Context: an optimization exercise on an open-source flow, tuned for small area. The choices shown serve that exercise and are no tape-out recipe.
In this exercise RTL edits were held to simulation tests only and were not proved equivalent to the original.
Power is estimated from default activity; no workload was simulated.

==> module ballst, before the edit <==
module ballst(input clk, input rst, input en, input [2:0] P1, input [2:0] P2,
              output reg [2:0] X, output reg [2:0] Y, output reg [3:0] sc1, output reg [3:0] sc2);
    reg mv, rt, dy;
    wire yb = (Y == 3'd0);
    wire yt = (Y == 3'd7);
    wire edg = yb | yt;
    wire [2:0] Pj = dy ? P1 : P2;
    wire [2:0] Pm;
    pbin pb(Pj, Pm);
    wire [2:0] d = X - Pm;
    wire h0 = (d == 3'd0), h1 = (d == 3'd1), h2 = (d == 3'd2);
    wire miss = edg & !(h0 | h1 | h2);
    wire nmv = edg ? (h0 | h2) : mv;
    wire nrt = edg ? h2 : ((X == 3'd0) | (rt & (X != 3'd7)));
    wire ndy = dy ^ edg;
    wire [2:0] nX = miss ? 3'd4 : !nmv ? X : nrt ? X + 3'd1 : X - 3'd1;
    wire [2:0] nY = miss ? (dy ? 3'd3 : 3'd5) : ndy ? Y + 3'd1 : Y - 3'd1;
    always @(posedge clk) begin
        if (rst) begin
            X <= 3'd4; Y <= 3'd4; mv <= 1'b1; rt <= 1'b1; dy <= 1'b1;
            sc1 <= 4'd0; sc2 <= 4'd0;
        end else if (en) begin
            X <= nX; Y <= nY; mv <= nmv; rt <= nrt; dy <= ndy;
            if (miss & yb) sc1 <= sc1 + 4'd1;
            if (miss & yt) sc2 <= sc2 + 4'd1;
        end
    end
endmodule
==> flow/config.mk <==
export PLATFORM = sky130hd
export DESIGN_NAME = ping_pong
export DESIGN_NICKNAME = ping_pong
export VERILOG_FILES = /design/flow/design.v
export SDC_FILE = /design/flow/constraint.sdc
export NUM_CORES = 4
export LEC_CHECK = 0
export CAP_MARGIN = 20
export CORE_MARGIN = 2
export CORE_UTILIZATION = 55
export SLEW_MARGIN = 20
==> flow/constraint.sdc <==
create_clock -name core_clock -period 14.0 [get_ports {sysclk}]
set_input_delay 2.8000 -clock core_clock [delete_from_list [all_inputs] [get_ports {sysclk}]]
set_output_delay 2.8000 -clock core_clock [all_outputs]
set_load 0.01 [all_outputs]
standard.sh (not shown) runs the stock make flow with config.mk's settings and CLKGATE_MAP_FILE= SYNTH_SCRIPT=/design/flow/synth_recipe.tcl, a recipe that flattens the netlist after the stock synthesis.
==> flow/flow/run.sh <==
#!/bin/bash
# Own layout flow: the standard ORFS flow, with two synthesis changes and one
# placement change:
#  - ABC maps the logic with an area-oriented script (flow/abc_area.script)
#    instead of ORFS's speed script; the clock period is long, so timing is not at risk;
#  - no extraction of half/full adder cells, so ABC can optimise the adder logic
#    together with the rest;
#  - ports are buffered with buf_1 rather than the default buffer choice.
# Everything else (register inference, flattening, renaming, floorplan, PDN,
# placement, CTS, routing) is the standard flow, run through standard.sh.
set -euo pipefail
W=$(pwd)
S=$W/mysynth
mkdir -p $S
# synth.tcl as ORFS has it, with the ABC script replaced right after the preamble
awk -v abc="$W/flow/abc_area.script" '{print} /^source .*synth_preamble.tcl/ {print "set abc_args [list -script " abc " {*}$lib_args {*}$lib_dont_use_args -constr $::env(OBJECTS_DIR)/abc.constr]"}' \
    "$FLOW_HOME/scripts/synth.tcl" > $S/synth.tcl
grep -q "flow/abc_area.script" $S/synth.tcl
# synth_recipe.tcl, sourcing the patched synth.tcl
sed "s#\$::env(SCRIPTS_DIR)/synth.tcl#$S/synth.tcl#" $W/synth_recipe.tcl > $S/synth_recipe.tcl
grep -q "$S/synth.tcl" $S/synth_recipe.tcl
bash $W/standard.sh SYNTH_SCRIPT=$S/synth_recipe.tcl ADDER_MAP_FILE= \
    "BUFFER_PORTS_ARGS=-buffer_cell sky130_fd_sc_hd__buf_1" \
    "CTS_ARGS=-sink_clustering_enable -repair_clock_nets -dont_use_dummy_load -sink_clustering_size 40 -sink_clustering_max_diameter 300 -buf_list sky130_fd_sc_hd__clkbuf_4 -root_buf sky130_fd_sc_hd__clkbuf_4" finish > $W/flow_make.log 2>&1
==> flow/flow/abc_area.script <==
strash
fraig
dc2
balance
rewrite -z
refactor -z
rewrite -z
dch -f
amap
topo
==> next run, changes <==
--- a/flow/design.v
+++ b/flow/design.v
@@ -81,33 +81,33 @@
 endmodule
 module pbin(input [2:0] q, output [2:0] b);
     assign b = {q[2] & !q[0], q[1] & q[0], q[2] ^ q[1] ^ q[0]};
 endmodule
 module ballst(input clk, input rst, input en, input [2:0] P1, input [2:0] P2,
               output reg [2:0] X, output reg [2:0] Y, output reg [3:0] sc1, output reg [3:0] sc2);
-    reg mv, rt, dy;
+    reg dl, dr, dy;
     wire yb = (Y == 3'd0);
     wire yt = (Y == 3'd7);
     wire edg = yb | yt;
-    wire [2:0] Pj = dy ? P1 : P2;
+    wire [2:0] Pj = yt ? P1 : P2;
     wire [2:0] Pm;
     pbin pb(Pj, Pm);
     wire [2:0] d = X - Pm;
     wire h0 = (d == 3'd0), h1 = (d == 3'd1), h2 = (d == 3'd2);
     wire miss = edg & !(h0 | h1 | h2);
-    wire nmv = edg ? (h0 | h2) : mv;
-    wire nrt = edg ? h2 : ((X == 3'd0) | (rt & (X != 3'd7)));
-    wire ndy = dy ^ edg;
-    wire [2:0] nX = miss ? 3'd4 : !nmv ? X : nrt ? X + 3'd1 : X - 3'd1;
-    wire [2:0] nY = miss ? (dy ? 3'd3 : 3'd5) : ndy ? Y + 3'd1 : Y - 3'd1;
+    wire ndl = edg ? h0 : ((dl & (X != 3'd0)) | (dr & (X == 3'd7)));
+    wire ndr = edg ? h2 : ((dr & (X != 3'd7)) | (dl & (X == 3'd0)));
+    wire ndy = yb | (dy & !yt);
+    wire [2:0] nX = miss ? 3'd4 : ndr ? X + 3'd1 : ndl ? X - 3'd1 : X;
+    wire [2:0] nY = miss ? (yb ? 3'd5 : 3'd3) : ndy ? Y + 3'd1 : Y - 3'd1;
     always @(posedge clk) begin
         if (rst) begin
-            X <= 3'd4; Y <= 3'd4; mv <= 1'b1; rt <= 1'b1; dy <= 1'b1;
+            X <= 3'd4; Y <= 3'd4; dl <= 1'b0; dr <= 1'b1; dy <= 1'b1;
             sc1 <= 4'd0; sc2 <= 4'd0;
         end else if (en) begin
-            X <= nX; Y <= nY; mv <= nmv; rt <= nrt; dy <= ndy;
+            X <= nX; Y <= nY; dl <= ndl; dr <= ndr; dy <= ndy;
             if (miss & yb) sc1 <= sc1 + 4'd1;
             if (miss & yt) sc2 <= sc2 + 4'd1;
         end
     end
 endmodule
 module pmask(input [2:0] q, output [7:0] m);
Effect: Sequential power is about the same. Cell count grows by 3.7%. Utilization grows by 0.59 points. Cell area grows by 1.7%. Setup slack is worse by 88 ps. Clock-buffer cell count is unchanged. Global-route usage shrinks by 0.24 points. Sequential share of layout area shrinks by 0.59 points. Power is about the same. Via count grows by 6.2%. Wire length grows by 6.2%. Area after synthesis grows by 1.9%. Worst hold slack is worse by 9.0 ps. Clock skew shrinks by 7.8 ps.


The RTL this note starts from:
==> flow/design.v <==
module timebase(input clk, input rst, output divclk, output divclk2, output divclk3,
                output rise1, output rise2, output rise3);
    reg [5:0] c;
    reg [1:0] m4;
    reg [2:0] m7;
    reg [2:0] m5;
    wire e = (c[4:0] == 5'b10001);
    wire fb = ~(c[5] ^ c[4]) ^ e;
    always @(posedge clk) begin
        if (rst) begin
            c <= 6'b110001;
            m4 <= 2'd0;
            m7 <= 3'b111;
            m5 <= 3'b000;
        end else begin
            c <= {c[4:0], fb};
            if (e) begin
                m4 <= m4 + 2'd1;
                m7 <= {m7[1:0], m7[2] ^ m7[1]};
                if (m4 == 2'd3) m5 <= {m5[1:0], !(m5[2] | m5[1])};
            end
        end
    end
    wire m7z = m7[2] & m7[1] & m7[0];                
    wire m7h = (m7[0] & !m7[1]) | (m7[1] & m7[2]);   
    wire m5z = !m5[2] & !m5[0];                       
    wire m5o = m5[0] & !m5[1];                        
    wire m5t = m5[1] & m5[0];                         
    assign divclk3 = m4[1] ^ m4[0];
    assign rise3 = e && (m4 == 2'd0);
    assign divclk = !(m4[0] ^ m7h);
    assign rise1 = e && m7z && !m4[0];
    assign divclk2 = m5z ? (m4 != 2'd0) : m5o ? 1'b1 : m5t ? (m4 != 2'd3) : 1'b0;
    assign rise2 = e && m5z && (m4 == 2'd0);
endmodule
module phase(input clk, input rst, input rise3, output u, output ball_on, output paddle_on1,
             output paddle_on2, output reg p, output D1, output D2);
    reg s1, s0;
    wire R = !s1 & s0;
    assign u = s0;
    assign ball_on = !s1;
    assign paddle_on1 = s1 & !s0;
    assign paddle_on2 = s1 & s0;
    always @(posedge clk) begin
        if (rst) begin
            s1 <= 1'b0;
            s0 <= 1'b1;
            p <= 1'b0;
        end else if (rise3) begin
            s1 <= !s0;
            s0 <= s1 & !s0;
            p <= !p;
        end
    end
    assign D1 = R | p;
    assign D2 = R | !p;
endmodule
module paddles(input clk, input rst, input rise2, input p1b1, input p1b2, input p2b1, input p2b2,
               output reg [2:0] P1, output reg [2:0] P2);
    function [2:0] pnext;
        input [2:0] q;
        input bdn, bup;
        reg z, f, up, dn;
        begin
            z = !q[2] & !q[0];
            f = q[2] & !q[1];
            up = bup & (bdn ? z : !f);
            dn = bdn & !bup & !z;
            pnext = up ? {q[1], q[0], !q[2]} : dn ? {!q[0], q[2], q[1]} : q;
        end
    endfunction
    always @(posedge clk) begin
        if (rst) begin
            P1 <= 3'd0;
            P2 <= 3'd0;
        end else if (rise2) begin
            P1 <= pnext(P1, p1b1, p1b2);
            P2 <= pnext(P2, p2b1, p2b2);
        end
    end
endmodule
module pbin(input [2:0] q, output [2:0] b);
    assign b = {q[2] & !q[0], q[1] & q[0], q[2] ^ q[1] ^ q[0]};
endmodule
module ballst(input clk, input rst, input en, input [2:0] P1, input [2:0] P2,
              output reg [2:0] X, output reg [2:0] Y, output reg [3:0] sc1, output reg [3:0] sc2);
    reg mv, rt, dy;
    wire yb = (Y == 3'd0);
    wire yt = (Y == 3'd7);
    wire edg = yb | yt;
    wire [2:0] Pj = dy ? P1 : P2;
    wire [2:0] Pm;
    pbin pb(Pj, Pm);
    wire [2:0] d = X - Pm;
    wire h0 = (d == 3'd0), h1 = (d == 3'd1), h2 = (d == 3'd2);
    wire miss = edg & !(h0 | h1 | h2);
    wire nmv = edg ? (h0 | h2) : mv;
    wire nrt = edg ? h2 : ((X == 3'd0) | (rt & (X != 3'd7)));
    wire ndy = dy ^ edg;
    wire [2:0] nX = miss ? 3'd4 : !nmv ? X : nrt ? X + 3'd1 : X - 3'd1;
    wire [2:0] nY = miss ? (dy ? 3'd3 : 3'd5) : ndy ? Y + 3'd1 : Y - 3'd1;
    always @(posedge clk) begin
        if (rst) begin
            X <= 3'd4; Y <= 3'd4; mv <= 1'b1; rt <= 1'b1; dy <= 1'b1;
            sc1 <= 4'd0; sc2 <= 4'd0;
        end else if (en) begin
            X <= nX; Y <= nY; mv <= nmv; rt <= nrt; dy <= ndy;
            if (miss & yb) sc1 <= sc1 + 4'd1;
            if (miss & yt) sc2 <= sc2 + 4'd1;
        end
    end
endmodule
module pmask(input [2:0] q, output [7:0] m);
    assign m = {q[2] & !q[1], q[2] & !q[0], q[2], q[1], q[0], !q[2], !q[2] & !q[1], !q[2] & !q[0]};
endmodule
module matrix(input ball_on, input paddle_on1, input [2:0] X, input [2:0] Y, input [2:0] P1,
              input [2:0] P2, output [7:0] Ox, output [7:0] Oy);
    wire [2:0] Pm = paddle_on1 ? P1 : P2;
    wire [7:0] pm;
    pmask mk(Pm, pm);
    assign Ox = ball_on ? (8'd1 << X) : pm;
    assign Oy = ball_on ? ~(8'd1 << Y) : paddle_on1 ? 8'b01111111 : 8'b11111110;
endmodule
module segs(input p, input [3:0] sc1, input [3:0] sc2, output reg [6:0] seg);
    wire [3:0] sc = p ? sc1 : sc2;
    always @(*) begin
        case (sc)
            4'd0: seg = 7'b1000000;
            4'd1: seg = 7'b1111001;
            4'd2: seg = 7'b0100100;
            4'd3: seg = 7'b0110000;
            4'd4: seg = 7'b0011001;
            4'd5: seg = 7'b0010010;
            4'd6: seg = 7'b0000010;
            4'd7: seg = 7'b1111000;
            4'd9: seg = 7'b0010000;
            default: seg = 7'b0000000;
        endcase
    end
endmodule
module ping_pong(Ox,Oy,sysclk,rst,p1b1,p1b2,p2b1,p2b2,divclk,divclk2,divclk3,DA,D1,D2,Dt1,Dt2);
    input sysclk;
    input rst;
    input p1b1;
    input p1b2;
    input p2b1;
    input p2b2;
    output [7:0] Ox;
    output [7:0] Oy;
    output [6:0] DA;
    output D1, D2;
    output Dt1, Dt2;
    output divclk, divclk2, divclk3;
    assign Dt1 = 1'b1;
    assign Dt2 = 1'b1;
    wire rise1, rise2, rise3, u, ball_on, paddle_on1, paddle_on2, p;
    wire [2:0] P1, P2, X, Y;
    wire [3:0] sc1, sc2;
    timebase tb(sysclk, rst, divclk, divclk2, divclk3, rise1, rise2, rise3);
    phase ph(sysclk, rst, rise3, u, ball_on, paddle_on1, paddle_on2, p, D1, D2);
    paddles pd(sysclk, rst, rise2, p1b1, p1b2, p2b1, p2b2, P1, P2);
    ballst bl(sysclk, rst, rise1 & u, P1, P2, X, Y, sc1, sc2);
    matrix mx(ball_on, paddle_on1, X, Y, P1, P2, Ox, Oy);
    segs sg(p, sc1, sc2, DA);
endmodule
clock: 14.0 ns
lec_check: 0
cap_margin: 20
core_margin: 2
core_utilization: 40
slew_margin: 20
==> flow/flow/run.sh <==
#!/bin/bash
# Own layout flow: the standard ORFS flow, with two synthesis changes and one
# placement change:
#  - ABC maps the logic with an area-oriented script (flow/abc_area.script)
#    instead of ORFS's speed script; the clock period is long, so timing is not at risk;
#  - no extraction of half/full adder cells, so ABC can optimise the adder logic
#    together with the rest;
#  - ports are buffered with buf_1 rather than the default buffer choice.
# Everything else (register inference, flattening, renaming, floorplan, PDN,
# placement, CTS, routing) is the standard flow, run through standard.sh.
set -euo pipefail
W=$(pwd)
S=$W/mysynth
mkdir -p $S
# synth.tcl as ORFS has it, with the ABC script replaced right after the preamble
awk -v abc="$W/flow/abc_area.script" '{print} /^source .*synth_preamble.tcl/ {print "set abc_args [list -script " abc " {*}$lib_args {*}$lib_dont_use_args -constr $::env(OBJECTS_DIR)/abc.constr]"}' \
    "$FLOW_HOME/scripts/synth.tcl" > $S/synth.tcl
grep -q "flow/abc_area.script" $S/synth.tcl
# synth_recipe.tcl, sourcing the patched synth.tcl
sed "s#\$::env(SCRIPTS_DIR)/synth.tcl#$S/synth.tcl#" $W/synth_recipe.tcl > $S/synth_recipe.tcl
grep -q "$S/synth.tcl" $S/synth_recipe.tcl
bash $W/standard.sh SYNTH_SCRIPT=$S/synth_recipe.tcl ADDER_MAP_FILE= \
    "BUFFER_PORTS_ARGS=-buffer_cell sky130_fd_sc_hd__buf_1" \
    "CTS_ARGS=-sink_clustering_enable -repair_clock_nets -dont_use_dummy_load -sink_clustering_size 40 -sink_clustering_max_diameter 300 -buf_list sky130_fd_sc_hd__clkbuf_8 -root_buf sky130_fd_sc_hd__clkbuf_8" finish > $W/flow_make.log 2>&1
Scripts as last shown in full above: flow/flow/abc_area.script
==> next run, changes <==
--- a/flow/design.v
+++ b/flow/design.v
@@ -81,33 +81,33 @@
 endmodule
 module pbin(input [2:0] q, output [2:0] b);
     assign b = {q[2] & !q[0], q[1] & q[0], q[2] ^ q[1] ^ q[0]};
 endmodule
 module ballst(input clk, input rst, input en, input [2:0] P1, input [2:0] P2,
               output reg [2:0] X, output reg [2:0] Y, output reg [3:0] sc1, output reg [3:0] sc2);
-    reg mv, rt, dy;
+    reg dl, dr, dy;
     wire yb = (Y == 3'd0);
     wire yt = (Y == 3'd7);
     wire edg = yb | yt;
-    wire [2:0] Pj = dy ? P1 : P2;
+    wire [2:0] Pj = yt ? P1 : P2;
     wire [2:0] Pm;
     pbin pb(Pj, Pm);
     wire [2:0] d = X - Pm;
     wire h0 = (d == 3'd0), h1 = (d == 3'd1), h2 = (d == 3'd2);
     wire miss = edg & !(h0 | h1 | h2);
-    wire nmv = edg ? (h0 | h2) : mv;
-    wire nrt = edg ? h2 : ((X == 3'd0) | (rt & (X != 3'd7)));
-    wire ndy = dy ^ edg;
-    wire [2:0] nX = miss ? 3'd4 : !nmv ? X : nrt ? X + 3'd1 : X - 3'd1;
-    wire [2:0] nY = miss ? (dy ? 3'd3 : 3'd5) : ndy ? Y + 3'd1 : Y - 3'd1;
+    wire ndl = edg ? h0 : ((dl & (X != 3'd0)) | (dr & (X == 3'd7)));
+    wire ndr = edg ? h2 : ((dr & (X != 3'd7)) | (dl & (X == 3'd0)));
+    wire ndy = yb | (dy & !yt);
+    wire [2:0] nX = miss ? 3'd4 : ndr ? X + 3'd1 : ndl ? X - 3'd1 : X;
+    wire [2:0] nY = miss ? (yb ? 3'd5 : 3'd3) : ndy ? Y + 3'd1 : Y - 3'd1;
     always @(posedge clk) begin
         if (rst) begin
-            X <= 3'd4; Y <= 3'd4; mv <= 1'b1; rt <= 1'b1; dy <= 1'b1;
+            X <= 3'd4; Y <= 3'd4; dl <= 1'b0; dr <= 1'b1; dy <= 1'b1;
             sc1 <= 4'd0; sc2 <= 4'd0;
         end else if (en) begin
-            X <= nX; Y <= nY; mv <= nmv; rt <= nrt; dy <= ndy;
+            X <= nX; Y <= nY; dl <= ndl; dr <= ndr; dy <= ndy;
             if (miss & yb) sc1 <= sc1 + 4'd1;
             if (miss & yt) sc2 <= sc2 + 4'd1;
         end
     end
 endmodule
 module pmask(input [2:0] q, output [7:0] m);
After rerunning:
- utilization climbs by 0.47 points
- power rises by 0.35%
- area after synthesis increases by 1.9%
- worst setup slack is worse by 70 ps
- die area is higher by about 1.8%
- final area rises by about 1.7%
- wire length climbs by about 9%
- maximum frequency falls by 1.3%
- non-clock buffer count is unchanged
- register-to-register slack gets worse by 260 ps
- hold slack gains 6.7 ps
- clock skew barely changes

==> separate check: timing with driven ports <==
How much do the figures lean on ideal ports? The routed layouts below were timed once more, with nothing changed but the port constraints.
Step 1 sets driving cells, clkbuf_16 on the clock port and buf_2 on the other inputs (assumed; they add their load-dependent delay and slew).
Step 2 adds t to the input delays and takes it off the output delays; t is the mean of the earliest and latest rising clock arrival at the registers after step 1. Input paths then give back, and output paths get back, about the clock's delay inside the block.
Slacks: ideal ports / drivers / drivers and shift; pairs: ideal ports / drivers.
| run | t, ns | slack for setup (ns) | hold slack, ns | worst setup path after step 2 | clock arrival spread, ns |
|---|---|---|---|---|---|
| the first run of note 1 | 0.359 | 8.833 / 8.805 / 9.164 | 0.445 / 0.445 / 0.445 | register to output | 0.028 / 0.028 |
| the second run of note 1 | 0.361 | 8.745 / 8.723 / 9.084 | 0.436 / 0.436 / 0.436 | register to output | 0.021 / 0.020 |
| the first run of note 2 | 0.307 | 8.817 / 8.793 / 9.100 | 0.431 / 0.431 / 0.431 | register to output | 0.017 / 0.018 |
| the second run of note 2 | 0.315 | 8.747 / 8.721 / 9.036 | 0.438 / 0.438 / 0.438 | register to output | 0.016 / 0.016 |
After both steps setup and hold are still met in every run listed.
